What follows belongs to an exercise in optimizing a design on an open flow for small area; a production flow would make more cautious choices. Only simulation tests tie the RTL to the original design; equivalence was not proved. No activity file was given, so power comes from the tool's default toggle rates.

Setup of old:
==> module spi_slave, before the edit <==
module spi_slave
    (
        input clk,
        input reset,
        input SPI_SCK,
        input SPI_SSEL,
        input SPI_MOSI,
        input [199:0] tx_data,       
        output [207:0] rx_data,      
        output rx_valid,             
        output SPI_MISO,
        output pkg_timeout
    );
    reg [2:0] SCKr;
    reg [2:0] SSELr;
    wire SCK_risingedge = (SCKr[2:1] == 2'b01);
    wire SCK_fallingedge = (SCKr[2:1] == 2'b10);
    wire SSEL_active = ~SSELr[1];
    wire SSEL_startmessage = (SSELr[2:1] == 2'b10);
    wire SSEL_endmessage = (SSELr[2:1] == 2'b01);
    reg bitseen;                 
    reg [207:0] rxs;
    reg [5:0] ms;                
    reg [4:0] mf;                
    wire [31:0] MPAT = 32'hee4e962e;     
    always @* begin
        case (ms[4:0])
            5'd0: mf = 5'd0;   5'd1: mf = 5'd1;   5'd2: mf = 5'd1;   5'd3: mf = 5'd1;
            5'd4: mf = 5'd0;   5'd5: mf = 5'd1;   5'd6: mf = 5'd3;   5'd7: mf = 5'd2;
            5'd8: mf = 5'd2;   5'd9: mf = 5'd1;   5'd10: mf = 5'd1;  5'd11: mf = 5'd4;
            5'd12: mf = 5'd1;  5'd13: mf = 5'd3;  5'd14: mf = 5'd2;  5'd15: mf = 5'd1;
            5'd16: mf = 5'd3;  5'd17: mf = 5'd1;  5'd18: mf = 5'd1;  5'd19: mf = 5'd1;
            5'd20: mf = 5'd0;  5'd21: mf = 5'd6;  5'd22: mf = 5'd1;  5'd23: mf = 5'd3;
            5'd24: mf = 5'd2;  5'd25: mf = 5'd1;  5'd26: mf = 5'd1;  5'd27: mf = 5'd1;
            5'd28: mf = 5'd0;  5'd29: mf = 5'd1;  5'd30: mf = 5'd7;  default: mf = 5'd1;
        endcase
    end
    reg [7:0] sc;                
    wire sc_fb = sc[7] ^ sc[5] ^ sc[4] ^ sc[3];
    wire sc_done = (sc == 8'h57);
    wire mbit = sc_done & rxs[207];
    wire [5:0] ms_next = ms[5] ? (mbit ? 6'd0 : 6'd5) :
                         (mbit == MPAT[ms[4:0]]) ? ms + 6'd1 : {1'b0, mf};
    wire match = ms[5];
    reg [207:0] cmd;
    reg cmd_valid;
    assign rx_data = cmd;
    assign rx_valid = cmd_valid;
    reg [15:0] tcnt;
    wire tcnt_fb = tcnt[15] ^ tcnt[13] ^ tcnt[12] ^ tcnt[10];
    wire timeout = (tcnt == 16'h0c4a);   
    assign pkg_timeout = timeout;
    wire accept = SSEL_endmessage & match;
    reg [199:0] txs;
    reg [7:0] txi;
    reg txz;
    wire [255:0] txall = {32'h61746164, txs, 24'd0};
    wire [255:0] txrev;
    genvar gi;
    generate
        for (gi = 0; gi < 256; gi = gi + 1) begin : g_rev
            assign txrev[gi] = txall[255 - gi];
        end
    endgenerate
    wire [15:0] txlo, txhi, txrow;
    generate
        for (gi = 0; gi < 16; gi = gi + 1) begin : g_sel
            assign txlo[gi] = (txi[3:0] == gi);
            assign txhi[gi] = (txi[7:4] == gi);
            assign txrow[gi] = |(txrev[16*gi +: 16] & txlo);
        end
    endgenerate
    assign SPI_MISO = ~txz & |(txrow & txhi);
    always @(posedge clk) begin
        if (reset) begin
            SCKr <= 3'd0;
            SSELr <= 3'd0;
            bitseen <= 1'b0;
            sc <= 8'd1;
            ms <= 6'd1;
            cmd_valid <= 1'b0;
            tcnt <= 16'd1;
            txz <= 1'b1;
        end else begin
            SCKr <= {SCKr[1:0], SPI_SCK};
            SSELr <= {SSELr[1:0], SPI_SSEL};
            if (~SSEL_active) begin
                bitseen <= 1'b0;
            end else if (SCK_risingedge) begin
                bitseen <= 1'b1;
                ms <= ms_next;
                if (~sc_done)
                    sc <= {sc[6:0], sc_fb};
            end
            if (accept) begin
                cmd_valid <= 1'b1;
                tcnt <= 16'd2;       
            end else if (~timeout) begin
                tcnt <= {tcnt[14:0], tcnt_fb};
            end
            if (SSEL_startmessage) begin
                txz <= 1'b0;
            end else if (SSEL_active & SCK_fallingedge & ~bitseen) begin
                txz <= 1'b1;
            end
        end
        if (SSEL_active & SCK_risingedge)
            rxs <= {rxs[206:0], SPI_MOSI};
        if (accept)
            cmd <= rxs;
        if (SSEL_startmessage) begin
            txs <= tx_data;
            txi <= 8'd0;
        end else if (SSEL_active & SCK_fallingedge & (txi != 8'd232)) begin
            txi <= txi + 8'd1;
        end
    end
endmodule
==> module stepgen, before the edit <==
module stepgen
    (
        input clk,
        input reset,
        input jointEnable,
        input cmdValid,              
        input signed [31:0] jointFreqCmd,
        output signed [31:0] jointFeedback,
        output DIR,
        output STP
    );
    wire [31:0] u = jointFreqCmd;
    wire z30 = ~|u[30:0];
    wire nz = u[31] | ~z30;
    wire dir = ~u[31] & ~z30;
    assign DIR = dir & cmdValid;
    wire special = u[31] & z30;
    wire [31:0] v = {~special, 1'b1, u[30:1] ^ {30{dir}}};
    reg [31:0] cnt;
    reg [31:0] pos;
    reg step;
    wire [32:0] k;
    assign k[0] = dir | u[0];
    genvar i;
    generate
        for (i = 0; i < 32; i = i + 1) begin : g_cmp
            assign k[i+1] = (cnt[i] & v[i]) | (k[i] & (cnt[i] | v[i]));
        end
    endgenerate
    wire hit = jointEnable & nz & k[32];
    wire [32:0] ci;
    assign ci[0] = 1'b1;
    generate
        for (i = 0; i < 32; i = i + 1) begin : g_inc
            assign ci[i+1] = ci[i] & cnt[i];
        end
    endgenerate
    wire [32:0] t;
    assign t[0] = hit & step;
    generate
        for (i = 0; i < 32; i = i + 1) begin : g_pos
            assign t[i+1] = t[i] & (pos[i] ~^ dir);
        end
    endgenerate
    assign STP = step;
    assign jointFeedback = pos;
    always @(posedge clk) begin
        if (reset) begin
            cnt <= 32'd0;
            pos <= 32'd0;
            step <= 1'b0;
        end else begin
            cnt <= hit ? 32'd0 : (cnt ^ ci[31:0]);
            pos <= pos ^ t[31:0];
            step <= step ^ hit;
        end
    end
endmodule
==> flow/config.mk <==
export PLATFORM = sky130hd
export DESIGN_NAME = top
export DESIGN_NICKNAME = top
export VERILOG_FILES = /design/flow/design.v
export SDC_FILE = /design/flow/constraint.sdc
export NUM_CORES = 4
export LEC_CHECK = 0
export CAP_MARGIN = 20
export CORE_MARGIN = 2
export CORE_UTILIZATION = 80
export SLEW_MARGIN = 20
==> flow/constraint.sdc <==
create_clock -name core_clock -period 20.0 [get_ports {sysclk_in}]
set_input_delay 4.0000 -clock core_clock [delete_from_list [all_inputs] [get_ports {sysclk_in}]]
set_output_delay 4.0000 -clock core_clock [all_outputs]
set_load 0.01 [all_outputs]
standard.sh (not shown) runs the stock make flow with config.mk's settings and CLKGATE_MAP_FILE= SYNTH_SCRIPT=/design/flow/synth_recipe.tcl, a recipe that flattens the netlist after the stock synthesis.
==> flow/flow/run.sh <==
#!/bin/bash
# Own layout flow: the standard layout (standard.sh, all ORFS steps) with
# these changes:
# - synthesis maps the logic with an area-oriented ABC script (see
#   area_synth.tcl); the registers are exactly the standard synthesis's;
# - clock tree synthesis gets its own arguments (CTS below: clkbuf_16 sink
#   clusters, no dummy loads);
# - the port buffers are buf_1 cells (PORTBUF below); every port still gets one.
# The make output goes to flow_make.log in the work folder; each ORFS step's
# own log is under orfs/logs/.
set -euo pipefail
W=$(pwd)
export AREA_ABC_SCRIPT="$W/flow/abc_area.script"
export FLOW_SYNTH_TCL="$W/synth_recipe.tcl"
CTS='-sink_clustering_enable -repair_clock_nets -sink_clustering_size 32 -sink_clustering_max_diameter 70 -buf_list sky130_fd_sc_hd__clkbuf_16 -dont_use_dummy_load'
PORTBUF='-buffer_cell sky130_fd_sc_hd__buf_1'
sed "s#SYNTH_SCRIPT=[^ ]*#SYNTH_SCRIPT=$W/flow/area_synth.tcl 'CTS_ARGS=$CTS' 'BUFFER_PORTS_ARGS=$PORTBUF'#" standard.sh > area_standard.sh
grep -q "SYNTH_SCRIPT=$W/flow/area_synth.tcl" area_standard.sh
bash area_standard.sh > flow_make.log 2>&1
test -f out/final.def
==> flow/flow/abc_area.script <==
strash
dc2
dch -f
amap -F 20 -A 20 -C 5000
topo
==> flow/flow/area_synth.tcl <==
# The standard synthesis script (synth_recipe.tcl), run unchanged except that
# ABC maps the logic with an area-oriented script (abc_area.script) instead of
# ORFS's delay-oriented one. ABC only maps combinational logic: the registers
# are mapped before it runs, so they are exactly the standard synthesis's.
proc abc {args} {
  set i [lsearch -exact $args -script]
  if { $i >= 0 } {
    lset args [expr {$i + 1}] $::env(AREA_ABC_SCRIPT)
  }
  yosys abc {*}$args
}
source $::env(FLOW_SYNTH_TCL)
The final layout from old, which completed every stage, passed the timing, design-rule and antenna checks at the end of the flow.
For new, these inputs were changed with respect to old:
diff --git a/flow/design.v b/flow/design.v
--- a/flow/design.v
+++ b/flow/design.v
@@ -52,11 +52,13 @@
     wire SCK_risingedge = (SCKr[2:1] == 2'b01);
     wire SCK_fallingedge = (SCKr[2:1] == 2'b10);
     wire SSEL_active = ~SSELr[1];
     wire SSEL_startmessage = (SSELr[2:1] == 2'b10);
     wire SSEL_endmessage = (SSELr[2:1] == 2'b01);
-    reg bitseen;                 
+    reg [15:0] bitcnt;
+    wire bitcnt_fb = bitcnt[15] ^ bitcnt[13] ^ bitcnt[12] ^ bitcnt[10] ^ ~|bitcnt[14:0];
+    wire bitcnt_zero = ~|bitcnt;
     reg [207:0] rxs;
     reg [5:0] ms;                
     reg [4:0] mf;                
     wire [31:0] MPAT = 32'hee4e962e;     
     always @* begin
@@ -70,23 +72,23 @@
             5'd24: mf = 5'd2;  5'd25: mf = 5'd1;  5'd26: mf = 5'd1;  5'd27: mf = 5'd1;
             5'd28: mf = 5'd0;  5'd29: mf = 5'd1;  5'd30: mf = 5'd7;  default: mf = 5'd1;
         endcase
     end
     reg [7:0] sc;                
-    wire sc_fb = sc[7] ^ sc[5] ^ sc[4] ^ sc[3];
-    wire sc_done = (sc == 8'h57);
+    wire sc_fb = sc[7] ^ sc[5] ^ sc[4] ^ sc[3] ^ ~|sc[6:0];
+    wire sc_done = (sc == 8'hab);
     wire mbit = sc_done & rxs[207];
     wire [5:0] ms_next = ms[5] ? (mbit ? 6'd0 : 6'd5) :
                          (mbit == MPAT[ms[4:0]]) ? ms + 6'd1 : {1'b0, mf};
     wire match = ms[5];
     reg [207:0] cmd;
     reg cmd_valid;
     assign rx_data = cmd;
     assign rx_valid = cmd_valid;
     reg [15:0] tcnt;
-    wire tcnt_fb = tcnt[15] ^ tcnt[13] ^ tcnt[12] ^ tcnt[10];
-    wire timeout = (tcnt == 16'h0c4a);   
+    wire tcnt_fb = tcnt[15] ^ tcnt[13] ^ tcnt[12] ^ tcnt[10] ^ ~|tcnt[14:0];
+    wire timeout = (tcnt == 16'h8625);   
     assign pkg_timeout = timeout;
     wire accept = SSEL_endmessage & match;
     reg [199:0] txs;
     reg [7:0] txi;
     reg txz;
@@ -96,49 +98,41 @@
     generate
         for (gi = 0; gi < 256; gi = gi + 1) begin : g_rev
             assign txrev[gi] = txall[255 - gi];
         end
     endgenerate
-    wire [15:0] txlo, txhi, txrow;
-    generate
-        for (gi = 0; gi < 16; gi = gi + 1) begin : g_sel
-            assign txlo[gi] = (txi[3:0] == gi);
-            assign txhi[gi] = (txi[7:4] == gi);
-            assign txrow[gi] = |(txrev[16*gi +: 16] & txlo);
-        end
-    endgenerate
-    assign SPI_MISO = ~txz & |(txrow & txhi);
+    assign SPI_MISO = ~txz & txrev[txi];
     always @(posedge clk) begin
         if (reset) begin
             SCKr <= 3'd0;
             SSELr <= 3'd0;
-            bitseen <= 1'b0;
-            sc <= 8'd1;
+            bitcnt <= 16'd0;
+            sc <= 8'd0;
             ms <= 6'd1;
             cmd_valid <= 1'b0;
-            tcnt <= 16'd1;
+            tcnt <= 16'd0;
             txz <= 1'b1;
         end else begin
             SCKr <= {SCKr[1:0], SPI_SCK};
             SSELr <= {SSELr[1:0], SPI_SSEL};
             if (~SSEL_active) begin
-                bitseen <= 1'b0;
+                bitcnt <= 16'd0;
             end else if (SCK_risingedge) begin
-                bitseen <= 1'b1;
+                bitcnt <= {bitcnt[14:0], bitcnt_fb};
                 ms <= ms_next;
                 if (~sc_done)
                     sc <= {sc[6:0], sc_fb};
             end
             if (accept) begin
                 cmd_valid <= 1'b1;
-                tcnt <= 16'd2;       
+                tcnt <= 16'd1;
             end else if (~timeout) begin
                 tcnt <= {tcnt[14:0], tcnt_fb};
             end
             if (SSEL_startmessage) begin
                 txz <= 1'b0;
-            end else if (SSEL_active & SCK_fallingedge & ~bitseen) begin
+            end else if (SSEL_active & SCK_fallingedge & bitcnt_zero) begin
                 txz <= 1'b1;
             end
         end
         if (SSEL_active & SCK_risingedge)
             rxs <= {rxs[206:0], SPI_MOSI};
@@ -162,28 +156,27 @@
         output signed [31:0] jointFeedback,
         output DIR,
         output STP
     );
     wire [31:0] u = jointFreqCmd;
-    wire z30 = ~|u[30:0];
-    wire nz = u[31] | ~z30;
-    wire dir = ~u[31] & ~z30;
-    assign DIR = dir & cmdValid;
-    wire special = u[31] & z30;
-    wire [31:0] v = {~special, 1'b1, u[30:1] ^ {30{dir}}};
+    wire nz = |u;
+    assign DIR = ~u[31] & nz & cmdValid;
+    wire special = u[31] & ~|u[30:0];
+    wire [31:0] v = {u[31], u[31:1]} ^ {32{DIR}};
     reg [31:0] cnt;
     reg [31:0] pos;
     reg step;
     wire [32:0] k;
-    assign k[0] = dir | u[0];
+    assign k[0] = DIR | u[0];
     genvar i;
     generate
         for (i = 0; i < 32; i = i + 1) begin : g_cmp
             assign k[i+1] = (cnt[i] & v[i]) | (k[i] & (cnt[i] | v[i]));
         end
     endgenerate
-    wire hit = jointEnable & nz & k[32];
+    wire ge = special ? (cnt[31] & cnt[30]) : k[32];
+    wire hit = jointEnable & nz & ge;
     wire [32:0] ci;
     assign ci[0] = 1'b1;
     generate
         for (i = 0; i < 32; i = i + 1) begin : g_inc
             assign ci[i+1] = ci[i] & cnt[i];
@@ -191,11 +184,11 @@
     endgenerate
     wire [32:0] t;
     assign t[0] = hit & step;
     generate
         for (i = 0; i < 32; i = i + 1) begin : g_pos
-            assign t[i+1] = t[i] & (pos[i] ~^ dir);
+            assign t[i+1] = t[i] & (pos[i] ~^ DIR);
         end
     endgenerate
     assign STP = step;
     assign jointFeedback = pos;
     always @(posedge clk) begin
Findings:
[diff] maximum vdd ir drop, new relative to old: improvement. Relative to old, new degrades worst setup slack. Proportion of power drawn by combinational gates (lower): old. Via total after detailed routing: lower on old. Changes observed in new relative to old: cell count of the worst reg-to-reg path now larger, first-iteration DRC count now larger, total wirelength of the detailed-routed design now larger, area of combinational cells with multiple inputs now larger. Of the two values seen for highest layer used for signal routing, met4 was produced by new and met5 by old. Re via count of the first global-routing pass: new is 6.6% up on old. Looking at number of tapcells, new sits 8 higher than old does. Looking at count of clock-buffer cells in the layout, new sits 2.3% higher than old does.

-- re-timing with driven ports --
In the flow no input, the clock included, has a driving cell. The finished layouts below were timed again as built, in two steps. Step 1 sets driving cells, clkbuf_16 on the clock port and buf_2 on the other inputs (assumed; they add their load-dependent delay and slew). Step 2 times the ports against the registers' clock, not the clock port: input delays grow and output delays shrink by t, the midpoint of the rising clock arrivals with the driver on. Three values: ideal, step 1, step 2; two values: the first two.
| run | t (ns) | slack for setup (ns) | slew at the worst register clock pin (ns) | worst slew at a driven data input, ns | pins driven straight from the clock port |
|---|---|---|---|---|---|
| old | 0.673 | 7.200 / 7.200 / 7.200 | 0.12 / 0.12 | 0.03 | 1 |
| new | 0.674 | 6.556 / 6.556 / 6.556 | 0.12 / 0.12 | 0.04 | 1 |
After both steps every run listed still meets setup and hold.
